Background: an optimization exercise with open tools, aiming at small area. Do not read the settings as production practice. In this exercise RTL edits were held to simulation tests only and were not proved equivalent to the original.

==> flow/design.v (outline; a module is shown in full before it is edited, if it fits) <==
// module fadd: 4 lines
// module hadd: 4 lines
// module dds_core: 2001 lines
module dds_core(
    input  wire        clk,
    input  wire        rst_n,
    input  wire        btn_mode,
    input  wire        rot_a,
    input  wire        rot_b,
    input  wire        btn_step,
    output wire [10:0] rom_addr,
    input  wire [47:0] rom_data,
    output wire [11:0] dac_out
);
  // ...
==> flow/run.sh <==
#!/bin/bash
# synth_recipe.tcl (not shown) runs the flow's synth.tcl, then flattens the netlist and writes it again
# the make line also repeats each setting of config.mk as NAME=value (left out here)
make -C /OpenROAD-flow-scripts/flow DESIGN_CONFIG=/design/flow/config.mk WORK_HOME=/design/flow/orfs CLKGATE_MAP_FILE= SYNTH_SCRIPT=/design/flow/synth_recipe.tcl finish
==> flow/config.mk <==
export PLATFORM = sky130hd
export DESIGN_NAME = dds_core
export DESIGN_NICKNAME = dds_core
export VERILOG_FILES = /design/flow/design.v
export SDC_FILE = /design/flow/constraint.sdc
export NUM_CORES = 4
export LEC_CHECK = 0
export ABC_AREA = 1
export CAP_MARGIN = 0
export CORE_MARGIN = 2
export CORE_UTILIZATION = 60
export CTS_BUF_LIST = sky130_fd_sc_hd__clkbuf_4
export SLEW_MARGIN = 0
export SYNTH_HIERARCHICAL = 1
==> flow/constraint.sdc <==
create_clock -name core_clock -period 80.0 [get_ports {clk}]
set_input_delay 16.0000 -clock core_clock [delete_from_list [all_inputs] [get_ports {clk}]]
set_output_delay 16.0000 -clock core_clock [all_outputs]
set_load 0.01 [all_outputs]
==> results.cfg, run 1 <==
[detailed_routing]
first_pass_iters = 14
routedWlPerCell_um = 27.8
routed.top_layer = met4
met2_length_um = 53800
drc = 0

[sta]
min_period_over_period_pct = 38.9
fin_setup_tns_ns = 0
hold_viol = 0
drv_slew = 0
fmax_mhz = 32.1
setup_slack_ns = 48.88
rsz0062_at_grt = false

[synth]
synth_top_cell_by_area = fa_1
yosys.area_share.simple_pct = 8.64
ys.flop_type = dfrtp_1
synth_xor_area_share_pct = 12.3

[critical_path]
path_buf_inv = 2
r2r_cells = 75
rrSetupSlack_ns = 48.88
worstSetupEndpointType = flip-flop

[global_route]
grt_max_degree = 115
met3_usage_pct = 14.3
grtUsageTotal_pct = 41.8

[clocking]
cts_setup_buffers = 0
cts_sinks = 259

[layout]
layout_common_cells = fa_1 (564), o22ai_1 (500), xor2_1 (471)
finalInstanceArea_um2 = 36400
nonClkBufAreaFrac_pct = 4.14
final_common_cell = fa_1
largestRegisters = out1: 32 flops, out2: 32 flops

[run_status]
status = finished clean

[hold_path]
min_from = sb_D1$_DFF_PN0_
hp-class = reg2reg
hold_path_end = sb_D2$_DFF_PN0_

[floorplanning]
core_area_um2 = 56400
die_h_um = 243

[placed_design]
finalWeightedCongestion = 0.957
==> run 2, diff against run 1 <==
--- a/flow/design.v
+++ b/flow/design.v
@@ -12,126 +12,124 @@
     input  wire        btn_mode,
     input  wire        rot_a,
     input  wire        rot_b,
     input  wire        btn_step,
     output wire [10:0] rom_addr,
     input  wire [47:0] rom_data,
     output wire [11:0] dac_out
 );
-    localparam [8:0] time_counter_limit = 300;
+    localparam [8:0] L0 = 9'h001, L300 = 9'h0e9;
     reg       mb_D1, mb_D2, mb_D3, mb_IntBTN, mb_enable_counter;
     reg [8:0] mb_counter;
-    wire      mb_counting = (mb_counter < time_counter_limit) & mb_enable_counter;
+    wire      mb_counting = (mb_counter != L300) & mb_enable_counter;
     always @(posedge clk or negedge rst_n) begin
         if (~rst_n) begin
             mb_D1 <= 0; mb_D2 <= 0; mb_D3 <= 0; mb_IntBTN <= 0;
-            mb_counter <= 0; mb_enable_counter <= 0;
+            mb_counter <= L0; mb_enable_counter <= 0;
         end else begin
             mb_D1 <= btn_mode; mb_D2 <= mb_D1; mb_D3 <= mb_D2;
-            if (~mb_enable_counter) mb_IntBTN <= ~mb_D2 & mb_D3 & (mb_counter == 0);
-            mb_counter <= mb_counting ? mb_counter + 1'b1 : 9'd0;
+            if (~mb_enable_counter) mb_IntBTN <= ~mb_D2 & mb_D3 & (mb_counter == L0);
+            mb_counter <= mb_counting ? {mb_counter[7:0], mb_counter[8] ^ mb_counter[4]} : L0;
             if (mb_IntBTN)          mb_enable_counter <= 1;
             else if (~mb_counting)  mb_enable_counter <= 0;
         end
     end
     reg       sb_D1, sb_D2, sb_D3, sb_IntBTN, sb_enable_counter;
     reg [8:0] sb_counter;
-    wire      sb_counting = (sb_counter < time_counter_limit) & sb_enable_counter;
+    wire      sb_counting = (sb_counter != L300) & sb_enable_counter;
     always @(posedge clk or negedge rst_n) begin
         if (~rst_n) begin
             sb_D1 <= 0; sb_D2 <= 0; sb_D3 <= 0; sb_IntBTN <= 0;
-            sb_counter <= 0; sb_enable_counter <= 0;
+            sb_counter <= L0; sb_enable_counter <= 0;
         end else begin
             sb_D1 <= btn_step; sb_D2 <= sb_D1; sb_D3 <= sb_D2;
-            if (~sb_enable_counter) sb_IntBTN <= ~sb_D2 & sb_D3 & (sb_counter == 0);
-            sb_counter <= sb_counting ? sb_counter + 1'b1 : 9'd0;
+            if (~sb_enable_counter) sb_IntBTN <= ~sb_D2 & sb_D3 & (sb_counter == L0);
+            sb_counter <= sb_counting ? {sb_counter[7:0], sb_counter[8] ^ sb_counter[4]} : L0;
             if (sb_IntBTN)          sb_enable_counter <= 1;
             else if (~sb_counting)  sb_enable_counter <= 0;
         end
     end
     reg [10:0] Address;      
     reg        FreqChng;
     reg [10:0] count;        
     reg [1:0]  step_exp;     
     reg [1:0]  state;        
     reg        A1, A2, A3, A_pulse;
     reg        B1, B2, B3, B_pulse;
-    reg [11:0] counter;      
-    wire       counter_pulse = (counter == 12'd3000);
-    wire       tick80 = (counter == 12'd80);
+    reg [11:0] counter;
+    wire       counter_pulse = (counter == 12'hb35);
+    wire       tick80 = (counter == 12'h3ba);
     assign rom_addr = Address;
-    wire [6:0]  step = (step_exp == 2'd0) ? 7'd1 : (step_exp == 2'd1) ? 7'd10 : 7'd100;
-    wire [11:0] cnt_minus = {1'b0, count} - {5'b0, step};
-    wire [11:0] cnt_plus  = {1'b0, count} + {5'b0, step};
+    wire        minus  = state[1];
+    wire [6:0]  step   = (step_exp == 2'd0) ? 7'd1 : (step_exp == 2'd1) ? 7'd10 : 7'd100;
+    wire [11:0] addend = minus ? ~{5'b0, step} : {5'b0, step};
+    wire [11:0] r      = {1'b0, count} + addend + {11'd0, minus};
+    wire        under  = minus & r[11];                
+    wire        over   = ~minus & (r > 12'd1800);
+    wire [10:0] nxt    = under ? 11'd0 : over ? 11'd1800 : r[10:0];
+    wire        fire   = minus ? B_pulse : A_pulse;    
     always @(posedge clk or negedge rst_n) begin
         if (~rst_n) begin
             A1 <= 0; A2 <= 0; A3 <= 0; A_pulse <= 0;
             B1 <= 0; B2 <= 0; B3 <= 0; B_pulse <= 0;
             state <= 2'b00; count <= 0; step_exp <= 0;
-            counter <= 0; Address <= 0; FreqChng <= 0;
+            counter <= 12'h001; Address <= 0; FreqChng <= 0;
         end else begin
             A1 <= rot_b; A2 <= A1; A3 <= A2; A_pulse <= ~A2 & A3;
             B1 <= rot_a; B2 <= B1; B3 <= B2; B_pulse <= ~B2 & B3;
             case (state)
-                2'b10: begin  
-                    if (B_pulse) begin
-                        state <= 2'b00;
-                        count <= cnt_minus[11] ? 11'd0 : cnt_minus[10:0];
-                    end
-                end
                 2'b00: begin  
                     if (A_pulse) state <= 2'b10;
                     if (B_pulse) state <= 2'b01;
                 end
-                2'b01: begin  
-                    if (A_pulse) begin
+                2'b10, 2'b01: begin  
+                    if (fire) begin
                         state <= 2'b00;
-                        count <= (cnt_plus <= 12'd1800) ? cnt_plus[10:0] : 11'd1800;
+                        count <= nxt;
                     end
                 end
                 default: state <= 2'b00;
             endcase
-            if (sb_IntBTN) step_exp <= (step_exp < 2) ? step_exp + 1'b1 : 2'd0;
-            counter <= counter_pulse ? 12'd0 : counter + 1'b1;
+            if (sb_IntBTN) step_exp <= step_exp[1] ? 2'd0 : step_exp + 1'b1;
+            counter <= counter_pulse ? 12'h001 : {counter[10:0], counter[11] ^ counter[10] ^ counter[9] ^ counter[3]};
             if (counter_pulse) Address <= count;
             FreqChng <= (Address != count) & counter_pulse;
         end
     end
     reg        Enable;
     reg [2:0]  Mode;
-    reg [13:0] counter_Enable;   
+    reg [13:0] counter_Enable;
     reg        reg_pulse;
     reg        ready_done;
     wire       Ready = tick80 & ~ready_done;
     reg last;
     always @(*) begin
         case (Mode)
-            3'd1:    last = (counter_Enable == 14'd9);
-            3'd2:    last = (counter_Enable == 14'd99);
-            3'd3:    last = (counter_Enable == 14'd999);
-            3'd4:    last = (counter_Enable == 14'd9999);
+            3'd1:    last = (counter_Enable == 14'h02aa);
+            3'd2:    last = (counter_Enable == 14'h07e6);
+            3'd3:    last = (counter_Enable == 14'h2e6d);
+            3'd4:    last = (counter_Enable == 14'h22df);
             default: last = 1'b1;
         endcase
     end
     always @(posedge clk or negedge rst_n) begin
         if (~rst_n) begin
-            Enable <= 1; counter_Enable <= 0; Mode <= 0; reg_pulse <= 0; ready_done <= 0;
+            Enable <= 1; counter_Enable <= 14'h0001; Mode <= 0; reg_pulse <= 0; ready_done <= 0;
         end else begin
             Enable <= last;
-            counter_Enable <= last ? 14'd0 : counter_Enable + 1'b1;
+            counter_Enable <= last ? 14'h0001 : {counter_Enable[12:0], counter_Enable[13] ^ counter_Enable[12] ^ counter_Enable[11] ^ counter_Enable[1]};
             if (reg_pulse && Enable) Mode <= (Mode == 3'd4) ? 3'd0 : Mode + 1'b1;
             if (reg_pulse && Enable) reg_pulse <= 0;
             else if (mb_IntBTN)      reg_pulse <= 1;
             if (tick80) ready_done <= 1;
         end
     end
     reg [31:0] out1;
     reg [31:0] out2;
-    reg        aval;             
     reg [23:0] ad;
     reg        update_wait;
     wire [31:0] x;
     wire [32:0] xc;
     wire [31:0] nsub = ~out2 & {32{~Enable}};
     assign xc[0] = ~Enable;
     genvar gi;
     generate for (gi = 0; gi < 32; gi = gi + 1) begin : gsub
@@ -141,17 +139,17 @@
     always @(*) begin
         case (Mode)
             3'd1:    magic = 31'h66666667;
             3'd2:    magic = 31'h51EB851F;
             3'd3:    magic = 31'h10624DD3;
             default: magic = 31'h68DB8BAD;
         endcase
     end
-    wire [30:0] mA = Enable ? {1'b0, aval, aval, aval, aval, ad, 2'b00} : magic;
+    wire [30:0] mA = Enable ? {5'b01111, ad, 2'b00} : magic;
     wire [31:0] mB = x;
     wire [31:0] mE = ~out2 & {32{Enable}};
     wire [62:29] P;
     wire [543:0] pp;
     wire [32:0] Ax = {1'b0, mA, 1'b0};
     wire one0 = Ax[1] ^ Ax[0];
     wire two0 = (Ax[2] & ~Ax[1] & ~Ax[0]) | (~Ax[2] & Ax[1] & Ax[0]);
     wire neg0 = Ax[2];
@@ -1966,23 +1964,23 @@
     wire [27:0] ninit1;
     wire [28:0] nc;
     assign nc[0] = 1'b1;
     generate for (gi = 0; gi < 28; gi = gi + 1) begin : gneg
         hadd u(.a(~init1[gi]), .b(nc[gi]), .s(ninit1[gi]), .co(nc[gi+1]));
     end endgenerate
     always @(posedge clk or negedge rst_n) begin
         if (~rst_n) begin
-            out1 <= 0; out2 <= 0; aval <= 0; ad <= 0; update_wait <= 0;
+            out1 <= 0; out2 <= 0; ad <= 0; update_wait <= 0;
         end else begin
             if (load)        out1 <= {dir ? init1 : ninit1, 4'b0000};
             else if (Enable) out1 <= out;
             if (load)        out2 <= 32'h000000AB;
             else if (Enable) out2 <= out1;
-            if (load) begin aval <= 1; ad <= rom_data[23:0]; end
+            if (load)        ad <= rom_data[23:0];
             if (FreqChng)       update_wait <= 1;
             else if (do_update) update_wait <= 0;
         end
     end
     reg        Enable_delay;
     reg [29:0] delta_y;
     reg        delta_y_neg;
     reg [29:0] interpOut_buffer;
==> run 2 against run 1 <==
Sequential cell count shrank 1. Setup slack better by 0.0010 ns. Clock-buffer cell count down 14. Routed wire length shrank 0.94%. Worst hold slack better by 0.0094 ns. Largest cell class unchanged.
==> results.cfg, run 2 <==
[critical_path]
crit_type = reg2reg
worstReg2RegEnd = delta_y[26]$_DFF_PN0_
rrSetupSlack_ns = 48.88
r2r_start = Enable$_DFF_PN1_
critPathArrivalTime_ns = 31.76
r2r_cells = 76
cpMostUsedCell = fa_1
endpoint = delta_y[26]$_DFF_PN0_
worstSetupEndpointType = flip-flop
worst_ep_required_time_ns = 80.64
cp_slowest_cell = dfstp_4
slowest_delay_ns = 0.98
worst-path-max-fanout = 56
cp-startpoint = Enable$_DFF_PN1_
setup.worst_path.start_class = flip-flop

[clocking]
cts-root-buf = clkbuf_4
clkLatencyLatePin_ns = 0.75
cts_sinks = 258
cts_tree = built
cts_buffers = 69
clkSlewWorstSetupHoldPaths_ns = 0.07
cts_hold_buf = 0
cts_setup_buffers = 0
h-tree-depth = 3
cts_buffer_depth = 3
cts_resized = 0

[detailed_routing]
drc = 0
vias_per_cell = 6.76
first_iter_violations = 3797
num_vias = 28200
routedWlPerCell_um = 28.6
final_antenna_net_count = 0
wl_um = 120000
first_pass_iters = 8

[hold_path]
hold_path_depth = 0
hp-class = reg2reg

[global_route]
grt_max_degree = 124
grt_pass1_vias = 29800
grt_overflow_total = 0
grtUsageTotal_pct = 42.6
grt_pass1_wl_um = 181000
antenna_found_initial = 1

[layout]
layout_common_cells = fa_1 (563), o22ai_1 (504), xor2_1 (474)
utilization_pct = 64.5
num-fill-cells = 4665
post_route_cells_drive_above_1_share_pct = 8.55
final_common_cell = fa_1
largestRegisters = out1: 32 flops, out2: 32 flops
fin_nets = 4106
syn_to_final_growth_pct = 6.17

[sta]
rsz0062_at_grt = false
fmax_mhz = 32.1
max-slew-margin-rel_pct = 32.1
tightest_slew_ns = 1.02
post-route-min-period_ns = 31.12
hold_viol = 0
drv_slew = 0
holdWs_ns = 0.352
fin_setup_tns_ns = 0
setup_violations = 0
min_period_over_period_pct = 38.9
finalClockSkew_ns = 0.0578

[synth]
synth_top_cell_by_area = fa_1
syn_area_per_cell_um2 = 9.69
synth_most_common_cell = fa_1
synth_top_area_share_pct = 33.7
ys.flop_type = dfrtp_1
synth_cell_types = 49
synth_area_leaders = fa_1 (34%), dfrtp_1 (19%), xor2_1 (12%)
yosysSeqAreaShare_pct = 19.3
yosys-top-cells-count = fa_1 (563), o22ai_1 (504), xor2_1 (474), nand2_1 (287), inv_1 (259)
ys.warnings.count = 7
synth_edf_count = 0
synthesis.area_um2 = 33500
ys_ff_latch = 258
syn-instance-count = 3455
ys_async_sr_fraction_pct = 100

[run_status]
status = finished clean

[placed_design]
portBuffers = 76
dpl.hpwl_um = 79200
finalWeightedCongestion = 0.997

[run]
cap_violations = 0

[floorplanning]
die_width_um = 240
rows = 86
core_area_um2 = 55100
dieArea_um2 = 57700
start_util_pct = 60.7
die_h_um = 240
boundaryPins = 77
-- run 2: cell count changes after synthesis, sizes merged, moves of 12 or more --
cell / before / now
o221ai: 24 / 9
a211oi: 30 / 11
nand2: 374 / 292
buf: 127 / 113
inv: 308 / 285
clkbuf: 183 / 203
o211ai: 8 / 22
nor3b: 13 / 1
a21oi: 50 / 70
-- run 2: stage by stage --
| step | setup slack (ns) | cells | area [um2] |
|---|---|---|---|
| floorplan | 50.68 | 3459 | 33500 |
| global placement | 49.26 | 4058 | 34700 |
| detailed placement | 48.87 | 4058 | 34700 |
| CTS | 48.96 | 4176 | 35500 |
| global route | 47.94 | 4177 | 35500 |
| finish | 48.88 | 4177 | 35500 |
-- run 2: cell families after synthesis --
kind of cell,Yosys count,share of synthesized area (%)
DFF,258,19.3
and+or+nand+nor,606,7.49
buffers and inverters,604,7.08
AOI/OAI and AO/OA,799,14.7
other,2,0.0224
muxes,30,1.01
xor gates and xnor gates,485,12.7
adders and majority gates,671,37.7
-- run 2: layer usage --
layer	vias up	track usage, %	share of wire (%)
met5	-	0	0
met4	0	21.7	5.6
met3	487	16.6	15
met2	2270	61.7	43
met1	14000	55.7	37
li1	11500	-	-
-- run 2: area by class of cell --
| class | count | area (um2) | area share (%) |
|---|---|---|---|
| antenna | 1 | 2.50 | 0.00704 |
| clock buffer | 96 | 721 | 2.03 |
| clock inverter | 22 | 149 | 0.419 |
| inverter | 288 | 1080 | 3.05 |
| multi-input combinational | 2597 | 24700 | 69.6 |
| sequential | 258 | 6470 | 18.2 |
| tap | 748 | 936 | 2.63 |
| timing repair buffer | 167 | 1450 | 4.08 |
-- run 2: worst min-delay path by stage --
stage / startpoint / to / slack (ns)
floorplan: A1$_DFF_PN0_ / A2$_DFF_PN0_ / 0.33
global placement: sb_D1$_DFF_PN0_ / sb_D2$_DFF_PN0_ / 0.34
detailed placement: B1$_DFF_PN0_ / B2$_DFF_PN0_ / 0.34
CTS: mb_D1$_DFF_PN0_ / mb_D2$_DFF_PN0_ / 0.36
global route: mb_D1$_DFF_PN0_ / mb_D2$_DFF_PN0_ / 0.36
finish: mb_D1$_DFF_PN0_ / mb_D2$_DFF_PN0_ / 0.35
-- run 2: worst max-delay path, delay by kind of cell (launching register included) --
kind,cells,cell delay (ns)
buf+inv,2,0.53
flops,1,0.98
compound gates,3,0.59
xor+xnor,1,0.30
simple gates,2,0.28
fa+ha+maj,68,28.32
-- run 2: Yosys stat by module (local to each module, per instance) --
module    cells  times used  flip-flops and latches
dds_core   2805           1                     258
hadd          1          88                       0
fadd          1         562                       0

==> what the ideal ports hide <==
How much do the figures lean on ideal ports? The routed layouts below were timed once more, with nothing changed but the port constraints. Step 1 assumes that a clkbuf_16 drives the clock port and a buf_2 every other input. Step 2 adds t to the input delays and takes it off the output delays; t is the mean of the earliest and latest rising clock arrival at the registers after step 1. Input paths then give back, and output paths get back, about the clock's delay inside the block. Three values: ideal ports, drivers, drivers and shift; two values: the first two.
| run | t, ns | slack for setup (ns) | worst hold slack (ns) | clock arrival spread, ns | pins driven straight from the clock port |
|---|---|---|---|---|---|
| run 1 | 0.832 | 48.881 / 48.881 / 48.881 | 0.343 / 0.343 / 0.343 | 0.079 / 0.079 | 1 |
| run 2 | 0.770 | 48.882 / 48.882 / 48.882 | 0.352 / 0.352 / 0.352 | 0.058 / 0.058 | 1 |
After both steps setup and hold are still met in every run listed.
